From an optimization exercise on the open Yosys and OpenROAD flow, aimed at small area, a short achievable clock period and few clock cycles; shortcuts taken in it are not production practice. At most, simulation tests tie the RTL to the original design; equivalence was not proved. Only the layout flow was run in runs 1, 2 and 5; the RTL was not checked for function there. No activity file was given, so power comes from the tool's default toggle rates.

===== flow/config.mk =====
export PLATFORM = sky130hd
export DESIGN_NAME = Datapath
export DESIGN_NICKNAME = Datapath
export VERILOG_FILES = /design/flow/design.v
export SDC_FILE = /design/flow/constraint.sdc
export NUM_CORES = 4
export LEC_CHECK = 0
export CAP_MARGIN = 20
export CORE_MARGIN = 2
export CORE_UTILIZATION = 40
export SLEW_MARGIN = 20

===== flow/constraint.sdc =====
create_clock -name core_clock -period 10.0 [get_ports {clk}]
set_input_delay 2.0000 -clock core_clock [delete_from_list [all_inputs] [get_ports {clk}]]
set_output_delay 2.0000 -clock core_clock [all_outputs]
set_load 0.01 [all_outputs]

===== flow/design.v =====
module Datapath (input clk, rst,
                 input [23:0] imem_data,
                 input [23:0] dmem_rdata,
                 output [23:0] imem_addr,
                 output [23:0] dmem_addr,
                 output [23:0] dmem_wdata,
                 output dmem_we,
                 output halted
);
    reg [23:0] H, W, K, C, X, J, L, P, T, AC, MDR, MAR, PC;
    reg [23:0] OPR;      
    reg [4:0]  op;       
    reg [3:0]  dst;      
    reg [3:0]  src;      
    reg        x_sub, x_cin, x_mul, x_jmp, x_alu, x_st, x_halt;
    reg [4:0]  mcnt;     
    reg        mskip;    
    wire is_ld    = op == 5'd3;
    wire is_mv    = op == 5'd8;
    wire is_div   = op == 5'd13;
    wire is_mul2  = op == 5'd14;
    wire is_mul4  = op == 5'd15;
    wire is_const = op[4] & op[2];
    wire bubble   = x_jmp | is_const;     
    wire [23:0] rd = ({24{is_mv & (src == 4'd1)}}  & H) | ({24{is_mv & (src == 4'd2)}}  & W) |
                     ({24{is_mv & (src == 4'd3)}}  & K) | ({24{is_mv & (src == 4'd4)}}  & C) |
                     ({24{is_mv & (src == 4'd5)}}  & X) | ({24{is_mv & (src == 4'd6)}}  & J) |
                     ({24{is_mv & (src == 4'd7)}}  & L) | ({24{is_mv & (src == 4'd8)}}  & P) |
                     ({24{is_mv & (src == 4'd9)}}  & T) | ({24{(is_mv & (src == 4'd10)) | x_st}} & AC) |
                     ({24{is_mv & (src == 4'd12)}} & MDR);
    wire [23:0] wval = rd | ({24{is_const}} & imem_data) | ({24{is_ld}} & dmem_rdata);
    wire        wr   = is_mv | is_const;
    wire we_H = wr & (dst == 4'd1), we_W = wr & (dst == 4'd2), we_K = wr & (dst == 4'd3);
    wire we_C = wr & (dst == 4'd4), we_X = wr & (dst == 4'd5), we_J = wr & (dst == 4'd6);
    wire we_L = wr & (dst == 4'd7), we_P = wr & (dst == 4'd8), we_T = wr & (dst == 4'd9);
    wire we_A = wr & (dst == 4'd10), we_D = wr & (dst == 4'd12), we_M = wr & (dst == 4'd13);
    wire [23:0] a_in = x_mul ? {AC[22:0], 1'b0} : AC;
    wire [23:0] b_in = OPR ^ {24{x_sub}};
    wire [23:0] sum;
    prefix_add24 adder (.a(a_in), .b(b_in), .cin(x_cin), .s(sum));
    wire [23:0] mmask = ~(24'hFFFFFE << mcnt) & {24{AC[23]}};
    wire        skip4 = mskip & (AC[23:20] == 4'd0);
    wire [4:0]  mnext = mcnt + (skip4 ? 5'd4 : 5'd1);
    wire        mdone = skip4 ? (mcnt == 5'd20) : (mcnt == 5'd23);
    wire taken = x_jmp & ~sum[23];
    wire stall = (x_mul & ~mdone) | x_halt;
    wire        ac_ld   = we_A | is_ld;
    wire        ac_hold = ~(ac_ld | x_alu | x_mul | is_div | is_mul2 | is_mul4 | (op == 5'd7));
    wire        mstep   = x_mul & ~skip4;
    wire [23:0] use_sum = {24{x_alu}} | ({24{mstep}} & mmask);
    wire [23:0] ac_oth  = ({24{ac_ld}} & wval) | ({24{ac_hold}} & AC) |
                          ({24{is_div}} & {4'd0, AC[23:4]}) |
                          (({24{is_mul2}} | ({24{mstep}} & ~mmask)) & {AC[22:0], 1'b0}) |
                          ({24{is_mul4}} & {AC[21:0], 2'b0}) |
                          ({24{x_mul & skip4}} & {AC[19:0], 4'd0});
    wire [23:0] ac_next = (use_sum & sum) | (~use_sum & ac_oth);
    wire [23:0] pc_inc;
    inc24 pcinc (.a(PC), .y(pc_inc));
    assign imem_addr  = PC;
    assign dmem_addr  = MAR;
    assign dmem_wdata = AC;
    assign dmem_we    = x_st;
    assign halted     = x_halt;
    wire [4:0] f_op  = imem_data[4:0];
    wire [3:0] f_dst = imem_data[8:5];
    wire [3:0] f_src = imem_data[12:9];
    wire f_mvir   = f_op == 5'd8 && f_src[3:1] == 3'b111;
    wire f_halt   = ~f_op[4] & ~f_op[3] & ~f_op[0];
    wire f_incdec = f_op == 5'd9 || f_op == 5'd10;
    wire o_W = ~f_incdec & (f_dst[2:0] == 3'd2);
    wire o_K = ~f_incdec & (f_dst[2:0] == 3'd3);
    wire o_T = ~f_incdec & (f_dst[2:0] == 3'd1);
    wire o_X = ~f_incdec & (f_dst[2:0] == 3'd5);
    wire o_J = ~f_incdec & (f_dst[2:0] == 3'd6);
    wire o_L = ~f_incdec & (f_dst[2:0] == 3'd0 || f_dst[2:0] == 3'd4 || f_dst[2:0] == 3'd7);
    wire fwd = (o_W & we_W) | (o_K & we_K) | (o_T & we_T) | (o_X & we_X) | (o_J & we_J) | (o_L & we_L);
    wire [23:0] opr_rd = ({24{o_W}} & W) | ({24{o_K}} & K) | ({24{o_T}} & T) |
                         ({24{o_X}} & X) | ({24{o_J}} & J) | ({24{o_L}} & L);
    wire [23:0] opr_next = fwd ? wval : opr_rd;
    always @(posedge clk) begin
        if (rst) begin
            PC     <= 24'd0;
            op     <= 5'd1;
            x_jmp  <= 1'b0;
            x_mul  <= 1'b0;
            x_alu  <= 1'b0;
            x_st   <= 1'b0;
            x_halt <= 1'b0;
            mcnt   <= 5'd0;
            mskip  <= 1'b1;
        end else begin
            if (!stall) begin
                if (bubble | ~f_mvir) PC <= taken ? imem_data : pc_inc;
                op     <= bubble ? 5'd1 : f_mvir ? 5'd20 : f_op;
                x_jmp  <= ~bubble & (f_op == 5'd17);
                x_mul  <= ~bubble & (f_op == 5'd16);
                x_alu  <= ~bubble & (f_op == 5'd9 || f_op == 5'd10 || f_op == 5'd11 || f_op == 5'd12);
                x_st   <= ~bubble & (f_op == 5'd5);
                x_halt <= ~bubble & f_halt;
            end
            mcnt  <= (x_mul & ~mdone) ? mnext : 5'd0;
            mskip <= ~(x_mul & ~mdone) | skip4;
        end
    end
    always @(posedge clk) begin
        if (!stall) begin
            dst   <= f_dst;
            src   <= f_src;
            OPR   <= opr_next;
            x_sub <= f_op == 5'd12 || f_op == 5'd17 || f_op == 5'd10;
            x_cin <= f_op == 5'd12 || f_op == 5'd17 || f_op == 5'd9;
        end
    end
    always @(posedge clk) begin
        if (we_H) H <= wval;
        if (we_W) W <= wval;
        if (we_K) K <= wval;
        if (we_C) C <= wval;
        if (we_X) X <= wval;
        if (we_J) J <= wval;
        if (we_L) L <= wval;
        if (we_P) P <= wval;
        if (we_T) T <= wval;
        if (we_M) MAR <= wval;
        if (we_D | is_ld | x_st) MDR <= wval;
        AC <= ac_next;
    end
endmodule
module prefix_add24 (input [23:0] a, b, input cin, output [23:0] s);
    wire [23:0] p0 = a ^ b;
    wire [23:0] g0 = a & b;
    wire [23:0] g [0:5];
    wire [23:0] p [0:5];
    assign g[0] = {g0[23:1], g0[0] | (p0[0] & cin)};
    assign p[0] = p0;
    genvar l, i;
    generate
        for (l = 0; l < 5; l = l + 1) begin : lev
            for (i = 0; i < 24; i = i + 1) begin : bi
                if (i >= (1 << l)) begin : n
                    assign g[l+1][i] = g[l][i] | (p[l][i] & g[l][i - (1 << l)]);
                    assign p[l+1][i] = p[l][i] & p[l][i - (1 << l)];
                end else begin : pass
                    assign g[l+1][i] = g[l][i];
                    assign p[l+1][i] = p[l][i];
                end
            end
        end
    endgenerate
    wire [23:0] c = {g[5][22:0], cin};    
    assign s = p0 ^ c;
endmodule
module inc24 (input [23:0] a, output [23:0] y);
    wire [23:0] t [0:5];
    assign t[0] = a;
    genvar l, i;
    generate
        for (l = 0; l < 5; l = l + 1) begin : lev
            for (i = 0; i < 24; i = i + 1) begin : bi
                if (i >= (1 << l)) begin : n
                    assign t[l+1][i] = t[l][i] & t[l][i - (1 << l)];
                end else begin : pass
                    assign t[l+1][i] = t[l][i];
                end
            end
        end
    endgenerate
    wire [23:0] c = {t[5][22:0], 1'b1};   
    assign y = a ^ c;
endmodule

===== flow/flow/run.sh =====
#!/bin/bash
# Standard layout, with timing repair aiming at a 6.5 ns setup margin.
bash standard.sh SETUP_SLACK_MARGIN=6.5 finish > standard.log 2>&1

===== flow/standard.sh =====
#!/bin/bash
# synth_recipe.tcl (not shown) runs the flow's synth.tcl, then flattens the netlist and writes it again
# the make line also repeats each setting of config.mk as NAME=value (left out here)
make -C /OpenROAD-flow-scripts/flow DESIGN_CONFIG=/design/flow/config.mk WORK_HOME=/design/flow/orfs CLKGATE_MAP_FILE= SYNTH_SCRIPT=/design/flow/synth_recipe.tcl "${@:-finish}"

==> flow_summary.toml, run 1 <==
[run_status]
outcome = "finished clean"

[drt]
drt_first_pass_iters = 7
drc_errors = 0
viasPerCell = 6.39
drt_first_iter_violations = 2147
routedWlPerCell_um = 28.7
num_vias = 15600
routed_wl_um = 70000
ant_nets = 0

[cells_and_area]
multi_input_area_um2 = 8410
area_growth_pct = 29.9
fill_cells = 3897
register_area_um2 = 10300
fin_cells = 2440
drive_gt1_share_pct = 23.1
final_net_count = 1882

[setup_path]
criticalPathCategory = "in -> reg"
r2r_cells = 13
start_kind = "input port"
reg2reg_from = "x_mul$_SDFFE_PP0P_"
crit_path_max_fanout = 6
cp_data_arrival_time_ns = 4.20
cp-end-kind = "flip-flop"
ff2ff_setup_slack_ns = 6.53
cp.required_ns = 10.40
r2r-end = "PC[17]$_SDFFE_PP0P_"

[logic_synthesis]
syn_inst = 1600
ys_types = 79
ys_seq_area_share_pct = 56.1
synth.area.top_cells = "edfxtp_1, dfxtp_1, mux2i_1"
synth_area_per_cell_um2 = 11.4
synth_top_cell_by_area = "edfxtp_1"
synth_top_area_share_pct = 49.0
synth_ff_type = "edfxtp_1"
ys_ff_latch = 362
ys_async_sr_fraction_pct = 0
synth_edf_count = 298
synth_area_um2 = 18300
synth_fp_nets = 1678
ys_warn_count = 3

[min_path]
hp-start = "x_halt$_SDFFE_PP0P_"
hold_depth = 1
min_to = "x_mul$_SDFFE_PP0P_"
worstHoldPathType = "reg -> reg"

[timing]
worst_pin_slew_ns = 1.08
final.setup.tns_ns = 0
drv_slew = 0
finalHoldViolCount = 0
finalCritPeriodShare_pct = 38.0
skew_ns = 0.0121
setup_viol = 0
maxSlewHeadroom_pct = 27.9
rsz0062_at_grt = "true"
fmax_mhz = 263
fin_crit_ns = 3.80

[die]
start_util_pct = 40.4
dieHeight_um = 218
die-area_um2 = 47300
rows = 78
die_x_um = 218
core_region_area_um2 = 45200
pin_count = 124

[flow_run]
drv_cap = 0

[global_route]
antenna_found_initial = 1
grt_first_pass_wirelength_um = 101000
grt-ovfl-total = 0
grt_max_degree = 48
grt_pass1_vias = 14800
grt_util_all_layers_pct = 29.0

[pwr]
power_density_nw_per_um2 = 216
p_leak_nw = 8.78
ir_worst_vdd_mv = 0.213
power.total_mw = 5.13

[clock_network]
cts_tree = "built"
hold_buffers = 0
cts-root-buf = "clkbuf_16"
cts_buffers = 41
clkTransAtPathRegs_ns = 0.06
cts.htree.levels = 2
clkSinkCount = 362
clk_latency_ns = 0.57
clockBufferDepth = 3

[placement]
portBuffers = 123
dp_cells = 2262
dp_hpwl_um = 44900
finalWeightedCongestion = 0.936
worst max path at each step:
stage | startpoint | end | cells after the start
CTS | imem_data[1] | OPR[17]$_DFFE_PP_ | 12
global route | imem_data[1] | OPR[17]$_DFFE_PP_ | 12
finish | imem_data[1] | OPR[17]$_DFFE_PP_ | 12
floorplan | imem_data[0] | OPR[14]$_DFFE_PP_ | 11
global placement | imem_data[0] | OPR[11]$_DFFE_PP_ | 9
detailed placement | imem_data[0] | OPR[10]$_DFFE_PP_ | 9
cell usage in the layout, fill, tap and decap left out, types with 37 or more instances in the layout:
cell             instances
nand3_1                 37
clkbuf_16               44
edfxtp_1               298
dlygate4sd2_1           41
mux2i_1                 66
a221oi_1                63
nand2_1                108
o21ai_0                 65
buf_4                  111
nor2_1                 107
a21oi_1                 66
clkdlybuf4s50_1         66
a22oi_1                 76
Yosys cell counts (4+ instances only):
library cell and n:
a211oi_1 10, a21o_1 10, a21oi_1 70, a221o_1 17, a221oi_1 66, a222oi_1 16, a22o_1 6, a22oi_1 83
a31oi_1 29, a41oi_1 5, and2_1 18, and3_1 12, buf_1 12, buf_2 13, clkbuf_1 78, dfxtp_1 64
edfxtp_1 298, ha_1 26, inv_1 34, mux2_2 33, mux2i_1 68, nand2_1 110, nand2b_1 23, nand3_1 42
nand3b_1 10, nand4_1 33, nor2_1 134, nor2b_1 9, nor3_1 18, nor4_1 15, nor4b_1 6, o2111ai_1 11
o211ai_1 6, o21a_1 9, o21ai_0 68, o21bai_1 5, o221ai_1 7, o22ai_1 5, o31ai_1 5, or2_2 6
or3_1 4, or3b_2 6, xnor2_1 14, xor2_1 34
registers in the layout, summed over array words and instances (netlist names), 4 cells and up:
| signal | cells |
|---|---|
| X | 24 |
| L | 24 |
| K | 24 |
| MAR | 24 |
| AC | 24 |
| P | 24 |
| C | 24 |
| H | 24 |
| W | 24 |
| src | 4 |
| dst | 4 |
| PC | 24 |
| OPR | 24 |
| MDR | 24 |
| op | 5 |
| J | 24 |
| T | 24 |
| mcnt | 5 |
where the power goes:
| group | switching [mW] | internal [mW] | total (mW) |
|---|---|---|---|
| Combinational | 0.840 | 0.675 | 1.52 |
| Clock | 0.643 | 1.05 | 1.69 |
| Sequential | 0.170 | 1.76 | 1.93 |
| Total | 1.65 | 3.48 | 5.13 |
worst max-delay path: stages:
cell,delay (ns)
buf_12,0.11
xnor2_4,0.17
nor3_4,0.07
buf_12,0.13
or3b_4,0.40
or4_4,0.50
a21oi_4,0.15
a211oi_4,0.09
buf_6,0.17
buf_6,0.12
buf_16,0.13
a31oi_1,0.15
cell families (layout without fill, tap and decap cells):
kind of cell,Yosys count,in the layout,synth area share [%]
adders and majority gates,29,29,2.06
xor gates and xnor gates,48,48,2.30
AOI/OAI and AO/OA,459,460,18.2
muxes,101,101,5.77
other,0,3,0
and+or+nand+nor,461,465,12.6
buffers and inverters,140,372,3.05
DFF,362,362,56.1
layer usage:
| metal | track usage (%) | up-vias | wire [µm] |
|---|---|---|---|
| met2 | 45.0 | 917 | 31400 |
| met5 | 0 | - | 0 |
| met3 | 6.99 | 156 | 7220 |
| met4 | 10.5 | 0 | 2550 |
| li1 | - | 6732 | - |
| met1 | 39.6 | 7794 | 28800 |
per-stage QoR:
stage | area, µm² | utilization [%] | worst slack, ns | hold slack (ns)
2_1_floorplan | 18400 | - | 5.79 | 0.505
3_3_place_gp | 20300 | 45.0 | 4.47 | 0.477
3_5_place_dp | 20300 | 45.0 | 4.41 | 0.478
4_1_cts | 23200 | 51.4 | 6.18 | 0.472
5_1_grt | 23700 | 52.5 | 6.18 | 0.485
6_report | 23700 | 52.5 | 6.20 | 0.473
repair_timing:
| action | CTS | global route |
|---|---|---|
| resized for setup | 247 | 60 |
| gates cloned | 10 | 3 |
| setup buffers | 70 | 16 |
| endpoints found under the setup margin | 388 | 294 |
| pin swaps | 34 | 27 |
final cells by class:
type	instances	share of cell area, %
diodes	3	0.0317
flip-flops and latches	362	43.6
well taps	600	3.17
inverters	34	0.570
multi-input cells	1103	35.5
clock buffers	47	4.60
repair buffers	260	10.7
repair inverters	2	0.0528
clock inverters	29	1.76
==> run 2: changes to the inputs <==
==> flow/flow/run.sh (replaced) <==
#!/bin/bash
# Standard layout, with timing repair aiming at a 7.0 ns setup margin.
bash standard.sh SETUP_SLACK_MARGIN=7.0 finish > standard.log 2>&1
==> run 2 against run 1 <==
Via count increased by 6.6%; maximum frequency increased by 5.5%; first-iteration DRC count increased by 11%; global-route usage increased by 1.6 points.
==> flow_summary.toml, run 2 <==
[setup_path]
cp_data_arrival_time_ns = 3.91
cp-end-kind = "flip-flop"
cp-endpoint = "OPR[6]$_DFFE_PP_"
ff2ff_setup_slack_ns = 6.53
reg2reg_from = "x_sub$_DFFE_PP_"
crit_slowest_cell = "or4_4"
crit_path_max_fanout = 21
crit_top_cell = "buf_12"
r2r_cells = 14
cp-startpoint = "imem_data[1]"
criticalPathCategory = "in -> reg"
r2r-end = "PC[20]$_SDFFE_PP0P_"
crit_chain = "buf_12 -> xnor2_4 -> nor3_4 -> or3b_4 -> or4_4 -> a21oi_4 -> a211oi_4 -> buf_6 -> buf_12 -> mux2i_2"
max_stage_delay_ns = 0.44
cp.required_ns = 10.31
start_kind = "input port"

[logic_synthesis]
syn_inst = 1600
synth_edf_count = 298
synth_ff_type = "edfxtp_1"
synth_fp_nets = 1678
synth.area.mux_share_pct = 5.77
ys_types = 79
synth_compound_area_share_pct = 18.2
ys_async_sr_fraction_pct = 0
synth_most_common_cell = "edfxtp_1"
synth_top_family_by_area = "compound AO/OA/AOI/OAI gates"
synth_common_cells = "edfxtp_1, nor2_1, nand2_1"
ys_warn_count = 3
synth_area_per_cell_um2 = 11.4
synth_area_um2 = 18300
ys_ff_latch = 362
synth_top_cell_by_area = "edfxtp_1"
synth_top_area_share_pct = 49.0
synthSimpleGateAreaFrac_pct = 12.6
synth_adder_area_share_pct = 2.06
synth_xor_area_share_pct = 2.30
ys_seq_area_share_pct = 56.1
synth.area.top_cells = "edfxtp_1, dfxtp_1, mux2i_1"

[run_status]
outcome = "finished clean"

[clock_network]
clkTransAtPathRegs_ns = 0.06
clkSinkCount = 362
cts_buffers = 41
hold_buffers = 0
clockBufferDepth = 3
cts.htree.levels = 2
cts-root-buf = "clkbuf_16"
clk_latency_ns = 0.57
cts_tree = "built"

[timing]
worst_pin_slew_ns = 0.950
drv_slew = 0
final.setup.tns_ns = 0
rsz0062_at_grt = "true"
maxSlewHeadroom_pct = 36.6
fin_ws_ns = 6.39
setup_viol = 0
finalCritPeriodShare_pct = 36.1
skew_ns = 0.0143
fin_crit_ns = 3.61
finalHoldViolCount = 0
fmax_mhz = 277

[die]
rows = 78
dieHeight_um = 218
start_util_pct = 40.4
pin_count = 124
die-area_um2 = 47300
die_x_um = 218
core_region_area_um2 = 45200

[pwr]
ir_worst_vdd_mv = 0.133
power.total_mw = 5.36
power_density_nw_per_um2 = 209
p_leak_nw = 9.46

[drt]
viasPerCell = 6.46
drc_errors = 0
num_vias = 16600
ant_nets = 0
drt_first_iter_violations = 2387
routedWlPerCell_um = 29.4
routed_wl_um = 75700
drt_first_pass_iters = 6

[min_path]
hp-start = "x_halt$_SDFFE_PP0P_"
worstHoldPathType = "reg -> reg"

[global_route]
grt-ovfl-total = 0
grt_util_all_layers_pct = 30.6
grt_util_met1_pct = 40.8
antenna_found_initial = 2
grt_pass1_vias = 15600
grt_max_degree = 48
met2_usage_pct = 46.4
grt_first_pass_wirelength_um = 105000
top_usage_layer = "met2"
met3_usage_pct = 9.01

[cells_and_area]
fill_cells = 3680
register_area_um2 = 10400
utilization_pct = 56.8
area_growth_pct = 40.7
final_cell_mix = "edfxtp_1, buf_4, nand2_1"
drive_gt1_share_pct = 39.0
multi_input_area_um2 = 9200
final_net_count = 2017
final_common_cell = "edfxtp_1"

[flow_run]
drv_cap = 0

[placement]
dp_slack_ns = 4.19
portBuffers = 123
dp_hpwl_um = 45000
finalWeightedCongestion = 0.928
-- run 2: worst max-delay path, delay by kind of cell --
kind / cells / cell delay [ns]
AND/OR/NAND/NOR: 3 / 0.93
XOR/XNOR: 1 / 0.18
multiplexers: 1 / 0.15
AO/OA/AOI/OAI: 2 / 0.23
buffers and inverters: 3 / 0.40
-- run 2: final cells by class --
| type | instances | area share, % |
|---|---|---|
| clock buffer | 50 | 4.13 |
| sequential | 362 | 40.5 |
| tap | 600 | 2.92 |
| timing repair inverter | 14 | 0.405 |
| clock inverter | 25 | 0.721 |
| multi-input combinational | 1105 | 35.9 |
| timing repair buffer | 381 | 14.7 |
| inverter | 34 | 0.756 |
| antenna | 1 | 0.00975 |
-- run 2: per-stage QoR --
| stage | instances | hold slack [ns] | cell area (µm²) |
|---|---|---|---|
| 6_report | 2572 | 0.533 | 25700 |
| 5_1_grt | 2572 | 0.556 | 25700 |
| 4_1_cts | 2505 | 0.526 | 24300 |
| 3_5_place_dp | 2260 | 0.479 | 20500 |
| 3_3_place_gp | 2260 | 0.476 | 20500 |
| 2_1_floorplan | 1600 | 0.505 | 18600 |
-- run 2: what timing repair did --
item,CTS,global route
pin swaps,94,119
gates resized for setup,769,201
endpoints found under the setup margin,498,379
buffers inserted,150,56
gates cloned,20,10
endpoints found under the hold margin,0,0
-- run 2: logic make-up after synthesis --
family                     after synthesis
xor gates and xnor gates                48
DFF                                    362
AOI/OAI and AO/OA                      459
adders and majority gates               29
buffers and inverters                  140
muxes                                  101
and+or+nand+nor                        461
-- run 2: power by group --
part           total (mW)  internal [mW]  leakage (nW)  switching (mW)
registers            1.86           1.76          3.36           0.109
logic                2.05          0.957          5.49            1.10
clock network        1.44          0.809         0.601           0.635
total                5.36           3.52          9.46            1.84
-- run 2: worst min path at each step --
stage                          endpoint  cells past startpoint
global route         x_mul$_SDFFE_PP0P_                      2
CTS                  x_mul$_SDFFE_PP0P_                      2
floorplan           PC[23]$_SDFFE_PP0P_                      2
finish               x_mul$_SDFFE_PP0P_                      2
global placement     x_mul$_SDFFE_PP0P_                      1
detailed placement   x_mul$_SDFFE_PP0P_                      1
-- run 2: routing by layer --
layer / vias to the layer above / wire length, µm
met5: - / 13
met4: 2 / 3370
met3: 218 / 9250
met2: 1133 / 34000
met1: 8252 / 29000
li1: 7018 / -
==> run 3: changes to the inputs <==
--- a/flow/design.v
+++ b/flow/design.v
@@ -68,14 +68,14 @@
     wire f_halt   = ~f_op[4] & ~f_op[3] & ~f_op[0];
     wire f_incdec = f_op == 5'd9 || f_op == 5'd10;
-    wire o_W = ~f_incdec & (f_dst[2:0] == 3'd2);
-    wire o_K = ~f_incdec & (f_dst[2:0] == 3'd3);
-    wire o_T = ~f_incdec & (f_dst[2:0] == 3'd1);
-    wire o_X = ~f_incdec & (f_dst[2:0] == 3'd5);
-    wire o_J = ~f_incdec & (f_dst[2:0] == 3'd6);
-    wire o_L = ~f_incdec & (f_dst[2:0] == 3'd0 || f_dst[2:0] == 3'd4 || f_dst[2:0] == 3'd7);
+    wire o_W = (f_dst[2:0] == 3'd2);
+    wire o_K = (f_dst[2:0] == 3'd3);
+    wire o_T = (f_dst[2:0] == 3'd1);
+    wire o_X = (f_dst[2:0] == 3'd5);
+    wire o_J = (f_dst[2:0] == 3'd6);
+    wire o_L = (f_dst[2:0] == 3'd0 || f_dst[2:0] == 3'd4 || f_dst[2:0] == 3'd7);
     wire fwd = (o_W & we_W) | (o_K & we_K) | (o_T & we_T) | (o_X & we_X) | (o_J & we_J) | (o_L & we_L);
     wire [23:0] opr_rd = ({24{o_W}} & W) | ({24{o_K}} & K) | ({24{o_T}} & T) |
                          ({24{o_X}} & X) | ({24{o_J}} & J) | ({24{o_L}} & L);
-    wire [23:0] opr_next = fwd ? wval : opr_rd;
+    wire [23:0] opr_next = (fwd ? wval : opr_rd) & {24{~f_incdec}};    
     always @(posedge clk) begin
         if (rst) begin
==> flow/flow/run.sh (replaced) <==
#!/bin/bash
# Standard layout, with plain buffers on the ports and timing repair aiming
# at a 6.5 ns setup margin.
bash standard.sh SETUP_SLACK_MARGIN=6.5 'BUFFER_PORTS_ARGS=-buffer_cell sky130_fd_sc_hd__buf_2' finish > standard.log 2>&1
--- a/flow/config.mk
+++ b/flow/config.mk
@@ -8,4 +8,5 @@
 export CAP_MARGIN = 20
 export CORE_MARGIN = 2
-export CORE_UTILIZATION = 40
+export CORE_UTILIZATION = 60
+export CTS_BUF_LIST = sky130_fd_sc_hd__clkbuf_8
 export SLEW_MARGIN = 20
==> run 3 against run 2 <==
Die area decreased by 31%; synthesized cell count increased by 4.1%; power decreased by 16%; routed wire length decreased by 14%; non-clock buffer count decreased by 190; sequential cell count unchanged; register-to-register slack got worse by 0.07 ns; critical endpoint is now dmem_wdata[22]; largest power group is now sequential cells.
==> flow_summary.toml, run 3 <==
[run_status]
outcome = "finished clean"

[cells_and_area]
area_growth_pct = 17.3
fill_cells = 2235
fin_cells = 2245
final_cell_mix = "edfxtp_1, nand2_1, nor2_1, buf_2, a21oi_1"
multi_input_area_um2 = 8640
register_area_um2 = 10300
final_net_count = 1877
drive_gt1_share_pct = 25.1
final_common_cell = "edfxtp_1"

[drt]
num_vias = 15900
routedWlPerCell_um = 28.9
routed_wl_um = 64900
ant_nets = 0
drc_errors = 0
drt_first_pass_iters = 9
viasPerCell = 7.07
drt_first_iter_violations = 2348

[logic_synthesis]
synth_area_um2 = 18700
ys_async_sr_fraction_pct = 0
synth_fp_nets = 1743
synth_most_common_cell = "edfxtp_1"
synth_top_cell_by_area = "edfxtp_1"
synth_area_per_cell_um2 = 11.2
synth_edf_count = 298
ys_types = 89
ys_seq_area_share_pct = 54.7
ys_warn_count = 3
synth.area.top_cells = "edfxtp_1, dfxtp_1, a221oi_1"
syn_inst = 1665
synth_top_area_share_pct = 47.8
synth_common_cells = "edfxtp_1, nand2_1, nor2_1"
synth_ff_type = "edfxtp_1"
ys_ff_latch = 362

[clock_network]
clk_latency_ns = 0.62
clockBufferDepth = 3
clkTransAtPathRegs_ns = 0.07
cts_buffers = 58
cts.htree.levels = 2
cts-root-buf = "clkbuf_8"
clkSinkCount = 362
cts_tree = "built"
hold_buffers = 0

[timing]
final.setup.tns_ns = 0
skew_ns = 0.0166
setup_viol = 0
finalHoldViolCount = 0
drv_slew = 0
finalCritPeriodShare_pct = 35.6
worst_pin_slew_ns = 1.14
rsz0062_at_grt = "true"
fin_crit_ns = 3.56
maxSlewHeadroom_pct = 23.4
fmax_mhz = 281
holdWs_ns = 0.532

[placement]
dp_hpwl_um = 41800
dp_cells = 2106
portBuffers = 123
finalWeightedCongestion = 0.933

[setup_path]
criticalPathCategory = "reg -> out"
crit_slowest_cell = "dfxtp_1"
cp-end-kind = "output pin"
cp_top_family = "flip-flops"
cp.required_ns = 8.00
cp_data_arrival_time_ns = 1.56
start_kind = "flip-flop"
crit_chain = "buf_2"
critPathBufInv = 1
crit_path_max_fanout = 10
max_stage_delay_ns = 0.71

[global_route]
grt_first_pass_wirelength_um = 95000
grt_util_all_layers_pct = 38.7
grt_max_degree = 43
grt_pass1_vias = 15100
antenna_found_initial = 0
grt-ovfl-total = 0

[pwr]
p_sw_mw = 1.60
pwr-share-seq_pct = 44.2
ir_worst_vdd_mv = 0.174
sw_frac_of_total_pct = 35.7
p_leak_nw = 8.26
p_int_mw = 2.88
power_frac_comb_pct = 28.9
power_density_nw_per_um2 = 204
power_frac_clock_pct = 27.0

[die]
pin_count = 124
start_util_pct = 61.0
die-area_um2 = 32600
die_x_um = 181
core_region_area_um2 = 30700
dieHeight_um = 181
rows = 64

[flow_run]
drv_cap = 0

[min_path]
worstHoldPathType = "reg -> reg"
[run 3: changes by cell type after synthesis, moves of 21 or more]
cell,delta
mux2i_1,-23
nand2_1,+37
a22oi_1,-50
nor3_1,+22
nand4_1,-21
mux2_2,+24
a21oi_1,+28
[run 3: timing repair]
item | 4_1_cts | 5_1_grt
endpoints found under the setup margin | 161 | 100
pin swaps | 5 | 12
buffers inserted | 7 | 12
gates resized for setup | 68 | 58
cloned | 1 | 9
hold endpoints to repair | 0 | 0
[run 3: through the flow]
step / power (mW) / cell area (µm²) / setup slack [ns] / utilization [%]
global placement: 3.04 / 19900 / 5.05 / 64.7
floorplan: 2.64 / 18900 / 5.99 / -
detailed placement: 3.06 / 19900 / 4.95 / 64.7
global route: 4.65 / 21900 / 6.38 / 71.5
CTS: 4.33 / 21300 / 6.44 / 69.6
finish: 4.48 / 21900 / 6.44 / 71.5
[run 3: per-layer routing]
| layer | GRT usage, % | vias to the layer above | routed length (µm) |
|---|---|---|---|
| met2 | 60.1 | 1145 | 29600 |
| li1 | - | 6830 | - |
| met4 | 13.7 | 0 | 2440 |
| met1 | 53.1 | 7718 | 23900 |
| met5 | 0 | - | 0 |
| met3 | 9.88 | 186 | 8920 |
[run 3: area by class of cell]
class,instances,share of cell area [%]
flip-flops and latches,362,46.7
multi-input cells,1154,39.4
repair buffers,191,6.08
clock buffers,59,3.70
well taps,396,2.26
clock inverters,49,1.25
inverters,32,0.582
diodes,2,0.0228
[run 3: cells by family after synthesis]
| kind of cell | count (synthesis) | synth area share, % |
|---|---|---|
| multiplexers | 107 | 6.44 |
| XOR/XNOR | 48 | 2.25 |
| flip-flops | 362 | 54.7 |
| AND/OR/NAND/NOR | 494 | 13.0 |
| adder cells (fa/ha/maj) | 29 | 2.01 |
| AO/OA/AOI/OAI | 473 | 18.4 |
| buffers and inverters | 152 | 3.30 |
[run 3: final timing paths]
| check | start | to | slack [ns] | cells past startpoint |
|---|---|---|---|---|
| worst max-delay path | AC[22]$_DFF_P_ | dmem_wdata[22] | 6.44 | 1 |
| worst min-delay path | PC[23]$_SDFFE_PP0P_ | PC[23]$_SDFFE_PP0P_ | 0.53 | 2 |
| worst max register to register | x_sub$_DFFE_PP_ | PC[5]$_SDFFE_PP0P_ | 6.46 | 13 |
| worst min register to register | PC[23]$_SDFFE_PP0P_ | PC[23]$_SDFFE_PP0P_ | 0.53 | 2 |
[run 3: power by group through the flow]
stage	combinational [mW]	sequential (mW)	clock (mW)
after floorplan	0.772	1.86	0
after global placement	1.07	1.98	0
after detailed placement	1.08	1.98	0
after CTS	1.16	1.95	1.21
after global routing	1.39	1.98	1.29
final	1.29	1.98	1.21
Testbench counts of run 3, summed over its fixed seeds: cycles 102,099.
==> run 4: changes to the inputs <==
==> flow/flow/run.sh (replaced) <==
#!/bin/bash
# Standard layout, with timing repair aiming at a 6.5 ns setup margin.
bash standard.sh SETUP_SLACK_MARGIN=6.5 finish > standard.log 2>&1
--- a/flow/config.mk
+++ b/flow/config.mk
@@ -8,5 +8,4 @@
 export CAP_MARGIN = 20
 export CORE_MARGIN = 2
-export CORE_UTILIZATION = 60
-export CTS_BUF_LIST = sky130_fd_sc_hd__clkbuf_8
+export CORE_UTILIZATION = 40
 export SLEW_MARGIN = 20
==> run 4 against run 3 <==
Via count up 1.3%; highest routed layer is now met5; still clean; largest cell class unchanged; sequential share of layout area down 4.0 points; die area up 49%; critical endpoint is now AC[6]$_DFF_P_; area after synthesis unchanged; sequential power down 3%.
==> flow_summary.toml, run 4 <==
[setup_path]
max_stage_delay_ns = 0.33
critPathBufInv = 3
crit_path_max_fanout = 10
crit_chain = "buf_4 -> buf_12 -> buf_4 -> a22o_1 -> a221o_1 -> a221oi_2 -> nand3_2 -> a221oi_1 -> nor2_1"
r2r_cells = 12
r2r-end = "PC[5]$_SDFFE_PP0P_"
start_kind = "input port"
cp.required_ns = 10.46
cp_data_arrival_time_ns = 3.97
criticalPathCategory = "in -> reg"
cp-end-kind = "flip-flop"
ff2ff_setup_slack_ns = 6.52
crit_slowest_cell = "a221o_1"
cp_top_family = "compound AO/OA/AOI/OAI gates"
crit_top_cell = "buf_4"
reg2reg_from = "x_mul$_SDFFE_PP0P_"

[logic_synthesis]
synth_compound_area_share_pct = 18.4
ys_warn_count = 3
synth_xor_area_share_pct = 2.25
ys_types = 89
synth_area_per_cell_um2 = 11.2
synth_fp_nets = 1743
ys_seq_area_share_pct = 54.7
synthSimpleGateAreaFrac_pct = 13.0
ys_ff_latch = 362
syn_inst = 1665
synth_adder_area_share_pct = 2.01
synth.area.mux_share_pct = 6.44
synth_common_cells = "edfxtp_1, nand2_1, nor2_1"
synth_area_um2 = 18700
synth.area.top_cells = "edfxtp_1, dfxtp_1, a221oi_1"
synth_edf_count = 298
synth_top_cell_by_area = "edfxtp_1"
synth_top_area_share_pct = 47.8
ys_async_sr_fraction_pct = 0
synth_most_common_cell = "edfxtp_1"
synth_ff_type = "edfxtp_1"
synth_top_family_by_area = "compound AO/OA/AOI/OAI gates"

[die]
die_x_um = 220
pin_count = 124
rows = 79
core_region_area_um2 = 46400
die-area_um2 = 48500
dieHeight_um = 220
start_util_pct = 40.3

[pwr]
power_frac_clock_pct = 31.6
p_sw_mw = 1.68
p_int_mw = 3.36
power_density_nw_per_um2 = 208
p_leak_nw = 9.11
sw_frac_of_total_pct = 33.4
power_frac_comb_pct = 30.3
pwr-share-seq_pct = 38.1
ir_worst_vdd_mv = 0.163

[clock_network]
clkTransAtPathRegs_ns = 0.07
cts_buffers = 40
cts-root-buf = "clkbuf_16"
cts.htree.levels = 2
clkSinkCount = 362
clockBufferDepth = 3
cts_tree = "built"
clk_latency_ns = 0.57

[cells_and_area]
final_net_count = 1944
final_common_cell = "edfxtp_1"
area_growth_pct = 29.4
fin_cells = 2506
drive_gt1_share_pct = 25.8
multi_input_area_um2 = 8940
register_area_um2 = 10300
final_cell_mix = "edfxtp_1, nand2_1, buf_4"
fill_cells = 4002

[timing]
final.setup.tns_ns = 0
fin_crit_ns = 3.52
finalCritPeriodShare_pct = 35.2
finalHoldViolCount = 0
worst_pin_slew_ns = 1.02
drv_slew = 0
maxSlewHeadroom_pct = 31.9
setup_viol = 0
rsz0062_at_grt = "true"
fmax_mhz = 284
skew_ns = 0.0189

[placement]
finalWeightedCongestion = 0.919
dp_cells = 2320
portBuffers = 123
dp_hpwl_um = 44700

[min_path]
worstHoldPathType = "reg -> reg"
hp-start = "PC[21]$_SDFFE_PP0P_"
hold_depth = 2
min_to = "PC[21]$_SDFFE_PP0P_"

[drt]
drc_errors = 0
ant_nets = 0
routedWlPerCell_um = 28.7
num_vias = 16100
drt_first_iter_violations = 2313
drt_first_pass_iters = 8
routed_wl_um = 71800
viasPerCell = 6.42

[global_route]
grt_pass1_vias = 15000
grt-ovfl-total = 0
antenna_found_initial = 3
grt_max_degree = 50
grt_util_all_layers_pct = 28.4
grt_first_pass_wirelength_um = 101000

[run_status]
outcome = "finished clean"

[flow_run]
drv_cap = 0
-- run 4: cell counts after synthesis --
No cell type changed its count.
-- run 4: worst min-delay path: cells and delay by family (launching register included) --
family	cells	cell delay, ns
flops	1	0.35
simple gates	1	0.06
compound gates	1	0.06
-- run 4: layout make-up --
class / count / share of cell area, %
antenna: 1 / 0.0103
tap: 607 / 3.14
clock inverter: 26 / 1.22
timing repair buffer: 272 / 10.7
timing repair inverter: 3 / 0.0827
clock buffer: 48 / 4.56
multi-input combinational: 1155 / 37.0
inverter: 32 / 0.569
sequential: 362 / 42.7
-- run 4: what timing repair did --
action | 4_1_cts | 5_1_grt
setup buffers | 48 | 44
pin swaps | 21 | 40
hold buffers | 0 | 0
endpoints found under the setup margin | 398 | 189
gates resized for setup | 202 | 119
cloned | 4 | 13
-- run 4: routing by layer --
layer / vias up / share of wire (%) / global-route usage, %
met4: 4 / 3.6 / 9.69
li1: 6971 / - / -
met1: 7997 / 40 / 39.7
met5: - / 0.026 / 0
met3: 150 / 11 / 5.04
met2: 959 / 46 / 44.4
-- run 4: metrics by stage --
step,utilization [%],hold slack [ns],instance area [µm²],power (mW),setup slack [ns]
3_3_place_gp,44.7,0.504,20700,3.11,5.01
3_5_place_dp,44.8,0.518,20800,3.12,5.13
5_1_grt,52.2,0.547,24200,5.22,6.43
2_1_floorplan,-,0.500,18900,2.64,5.99
4_1_cts,49.8,0.515,23100,4.84,6.45
6_report,52.2,0.517,24200,5.04,6.48
-- run 4: worst max path at each step --
stage	start	depth (start not counted)	endpoint	slack (ns)
after floorplan	op[3]$_SDFFE_PP0P_	5	K[0]$_DFFE_PP_	5.99
after global placement	imem_data[6]	9	OPR[8]$_DFFE_PP_	5.01
after detailed placement	imem_data[1]	9	PC[19]$_SDFFE_PP0P_	5.13
after CTS	x_mul$_SDFFE_PP0P_	12	PC[5]$_SDFFE_PP0P_	6.45
after global routing	x_sub$_DFFE_PP_	13	AC[22]$_DFF_P_	6.43
final	imem_data[6]	9	AC[6]$_DFF_P_	6.48
-- run 4: kinds of logic after synthesis --
kind of cell	Yosys count
AOI/OAI and AO/OA	473
xor gates and xnor gates	48
adders and majority gates	29
buffers and inverters	152
DFF	362
muxes	107
and+or+nand+nor	494
-- run 4: power by group through the flow --
stage | sequential [mW] | clock (mW) | combinational, mW
after CTS | 1.91 | 1.60 | 1.33
after global routing | 1.93 | 1.67 | 1.62
after global placement | 1.98 | 0 | 1.13
after floorplan | 1.86 | 0 | 0.772
final | 1.92 | 1.59 | 1.53
after detailed placement | 1.98 | 0 | 1.14
==> run 5: changes to the inputs <==
--- a/flow/design.v
+++ b/flow/design.v
@@ -22,4 +22,5 @@
     wire is_mul4  = op == 5'd15;
     wire is_const = op[4] & op[2];
+    wire is_cw    = op == 5'd2;           
     wire bubble   = x_jmp | is_const;     
     wire [23:0] rd = ({24{is_mv & (src == 4'd1)}}  & H) | ({24{is_mv & (src == 4'd2)}}  & W) |
@@ -29,6 +30,6 @@
                      ({24{is_mv & (src == 4'd9)}}  & T) | ({24{(is_mv & (src == 4'd10)) | x_st}} & AC) |
                      ({24{is_mv & (src == 4'd12)}} & MDR);
-    wire [23:0] wval = rd | ({24{is_const}} & imem_data) | ({24{is_ld}} & dmem_rdata);
-    wire        wr   = is_mv | is_const;
+    wire [23:0] wval = rd | ({24{is_cw}} & OPR) | ({24{is_ld}} & dmem_rdata);
+    wire        wr   = is_mv | is_cw;
     wire we_H = wr & (dst == 4'd1), we_W = wr & (dst == 4'd2), we_K = wr & (dst == 4'd3);
     wire we_C = wr & (dst == 4'd4), we_X = wr & (dst == 4'd5), we_J = wr & (dst == 4'd6);
@@ -92,5 +93,5 @@
             if (!stall) begin
                 if (bubble | ~f_mvir) PC <= taken ? imem_data : pc_inc;
-                op     <= bubble ? 5'd1 : f_mvir ? 5'd20 : f_op;
+                op     <= is_const ? 5'd2 : bubble ? 5'd1 : f_mvir ? 5'd20 : f_op;
                 x_jmp  <= ~bubble & (f_op == 5'd17);
                 x_mul  <= ~bubble & (f_op == 5'd16);
@@ -105,7 +106,7 @@
     always @(posedge clk) begin
         if (!stall) begin
-            dst   <= f_dst;
+            if (!is_const) dst <= f_dst;
             src   <= f_src;
-            OPR   <= opr_next;
+            OPR   <= is_const ? imem_data : opr_next;
             x_sub <= f_op == 5'd12 || f_op == 5'd17 || f_op == 5'd10;
             x_cin <= f_op == 5'd12 || f_op == 5'd17 || f_op == 5'd9;
==> flow/flow/run.sh (replaced) <==
#!/bin/bash
# Standard layout, with plain buffers on the ports and timing repair aiming
# at a 6.5 ns setup margin.
bash standard.sh SETUP_SLACK_MARGIN=6.5 'BUFFER_PORTS_ARGS=-buffer_cell sky130_fd_sc_hd__buf_2' finish > standard.log 2>&1
--- a/flow/config.mk
+++ b/flow/config.mk
@@ -8,4 +8,5 @@
 export CAP_MARGIN = 20
 export CORE_MARGIN = 2
-export CORE_UTILIZATION = 40
+export CORE_UTILIZATION = 60
+export CTS_BUF_LIST = sky130_fd_sc_hd__clkbuf_8
 export SLEW_MARGIN = 20
==> run 5 against run 4 <==
Still clean on timing, DRC and antenna; clock skew rose by 0.034 ns; power is 11% lower; cell area decreased by 9.1%; core utilization up 20 points; non-clock buffer count is 43 lower; highest routed layer is now met4.
==> flow_summary.toml, run 5 <==
[global_route]
grt_pass1_vias = 15200
grt_util_all_layers_pct = 41.1
grt-ovfl-total = 0
grt_max_degree = 60
grt_first_pass_wirelength_um = 99600
antenna_found_initial = 0

[setup_path]
crit_path_max_fanout = 3
cp.required_ns = 10.48
max_stage_delay_ns = 0.46
crit_chain = "buf_12 -> xor2_2 -> fa_2 -> inv_2 -> fa_2 -> nor2b_4 -> o31a_1 -> o31a_1 -> a221o_1 -> o221a_4 -> o41ai_4 -> buf_4 -> o21a_1 -> nor4b_2"
cp_data_arrival_time_ns = 4.15
start_kind = "flip-flop"
r2r_cells = 14
criticalPathCategory = "reg -> reg"
crit_slowest_cell = "edfxtp_1"
cp-end-kind = "flip-flop"

[pwr]
power_density_nw_per_um2 = 204
ir_worst_vdd_mv = 0.170
power.total_mw = 4.50
p_leak_nw = 8.23

[placement]
portBuffers = 123
finalWeightedCongestion = 1.01
dp_hpwl_um = 44000

[die]
start_util_pct = 61.0
core_region_area_um2 = 30700
pin_count = 124
die_x_um = 181
rows = 64
die-area_um2 = 32600
dieHeight_um = 181

[drt]
ant_nets = 0
routedWlPerCell_um = 30.1
drc_errors = 0
drt_first_pass_iters = 7
viasPerCell = 7.18
routed_wl_um = 69600
num_vias = 16600
drt_first_iter_violations = 2712

[logic_synthesis]
synth_ff_type = "edfxtp_1"
synth_edf_count = 298
syn_inst = 1708
ys_ff_latch = 362
ys_types = 74
synth.area.top_cells = "edfxtp_1, dfxtp_1, mux2_2"
ys_warn_count = 3
ys_seq_area_share_pct = 54.7
synth_area_per_cell_um2 = 11.0
synth_area_um2 = 18700
synth_top_area_share_pct = 47.8
synth_fp_nets = 1786
synth_top_cell_by_area = "edfxtp_1"
synth_most_common_cell = "edfxtp_1"
synth_common_cells = "edfxtp_1, nand2_1, o21ai_0"
ys_async_sr_fraction_pct = 0

[cells_and_area]
utilization_pct = 71.7
final_net_count = 1954
area_growth_pct = 17.6
final_cell_mix = "edfxtp_1, nand2_1, buf_2"
drive_gt1_share_pct = 24.3
final_common_cell = "edfxtp_1"
fill_cells = 2257

[timing]
rsz0062_at_grt = "true"
holdWs_ns = 0.500
finalHoldViolCount = 0
fin_crit_ns = 3.67
setup_viol = 0
skew_ns = 0.0529
fmax_mhz = 273
maxSlewHeadroom_pct = 24.3
finalCritPeriodShare_pct = 36.7
final.setup.tns_ns = 0
worst_pin_slew_ns = 1.13
drv_slew = 0

[min_path]
worstHoldPathType = "reg -> reg"
hold_depth = 2

[clock_network]
clk_latency_ns = 0.65
clockBufferDepth = 3
cts.htree.levels = 2
clkTransAtPathRegs_ns = 0.07
clkSinkCount = 362
hold_buffers = 0
cts_buffers = 56
cts-root-buf = "clkbuf_8"
cts_tree = "built"

[flow_run]
drv_cap = 0

[run_status]
outcome = "finished clean"
-- run 5: cell types whose count changed after synthesis, sizes merged, moves of 12 or more --
cell / previous run / this run
nand2: 147 / 159
nor2: 124 / 104
o21ai: 65 / 112
mux2i: 45 / 22
a221oi: 80 / 64
a22o: 15 / 27
a211oi: 30 / 12
a22oi: 33 / 62
-- run 5: critical path: cells and delay by family (launching register included) --
kind	cells	cell delay, ns
DFF	1	0.46
AOI/OAI and AO/OA	6	1.78
xor gates and xnor gates	1	0.14
adders and majority gates	2	0.61
buffers and inverters	3	0.43
and+or+nand+nor	2	0.10
-- run 5: cell type report --
class                           count  area (µm²)  share of cell area (%)
Timing Repair Buffer              229        1660                    7.54
Tap cell                          396         495                    2.25
Inverter                           31         120                   0.546
Sequential cell                   362       10200                    46.5
Multi-Input combinational cell   1196        8480                    38.5
Clock buffer                       58         798                    3.63
Clock inverter                     43         209                   0.950
Antenna cell                        2        5.00                  0.0228
-- run 5: timing repair --
action	4_1_cts	5_1_grt
setup endpoints to repair	114	85
pin swaps	13	28
setup buffers	17	35
gates resized for setup	49	73
gates cloned	3	8
-- run 5: path summary, 6_finish.rpt --
path                       startpoint             endpoint  slack, ns
setup / recovery      x_sub$_DFFE_PN_       AC[22]$_DFF_P_       6.33
hold / removal    PC[13]$_SDFFE_PP0P_  PC[13]$_SDFFE_PP0P_       0.50
setup reg to reg      x_sub$_DFFE_PN_       AC[22]$_DFF_P_       6.33
hold reg to reg   PC[13]$_SDFFE_PP0P_  PC[13]$_SDFFE_PP0P_       0.50
-- run 5: logic make-up after synthesis --
logic type,Yosys count,synth area share [%]
buffers and inverters,153,3.26
adders and majority gates,29,2.01
DFF,362,54.7
and+or+nand+nor,500,13.1
xor gates and xnor gates,51,2.39
AOI/OAI and AO/OA,534,19.8
muxes,79,4.73
-- run 5: report_power, final --
part	switching, mW	internal, mW
sequential	0.224	1.74
combinational	0.784	0.606
clock	0.597	0.543
-- run 5: metal layers --
| layer | track usage (%) | up-vias | routed length, µm |
|---|---|---|---|
| li1 | - | 7021 | - |
| met1 | 56.2 | 7983 | 25300 |
| met2 | 61.3 | 1382 | 30100 |
| met3 | 11.4 | 244 | 10300 |
| met4 | 18.7 | 0 | 3900 |
| met5 | 0 | - | 0 |
-- run 5: through the flow --
step	area [µm²]	worst slack, ns	std cells
global route	22000	6.27	2315
detailed placement	19800	5.05	2151
CTS	21200	6.44	2272
finish	22000	6.33	2317
floorplan	18800	6.28	1708
global placement	19800	5.14	2151

-- static timing again, ports no longer ideal --
How much do the figures lean on ideal ports? The routed layouts below were timed once more, with nothing changed but the port constraints.
Step 1 assumes that a clkbuf_16 drives the clock port and a buf_2 every other input.
Step 2 also shifts input and output timing later by t, the mid clock arrival at the registers, as if the neighbouring blocks saw the same clock.
Slacks: no drivers / after step 1 / after step 2; pairs: no drivers / after step 1.
| run | t, ns | setup slack, ns | hold WS [ns] | pins driven straight from the clock port |
|---|---|---|---|---|
| run 1 | 0.615 | 6.197 / 6.192 / 5.577 | 0.473 / 0.473 / 0.473 | 1 |
| run 2 | 0.616 | 6.394 / 6.394 / 5.778 | 0.533 / 0.533 / 0.533 | 1 |
| run 3 | 0.670 | 6.435 / 6.382 / 5.891 | 0.532 / 0.532 / 0.532 | 1 |
| run 4 | 0.625 | 6.483 / 6.468 / 5.897 | 0.517 / 0.517 / 0.517 | 1 |
| run 5 | 0.674 | 6.331 / 6.331 / 5.863 | 0.500 / 0.500 / 0.500 | 1 |
After both steps every run listed still meets setup and hold. The setup slack of run 1, which loses most, moves by -0.005 ns with the drivers and by -0.620 ns with both steps.
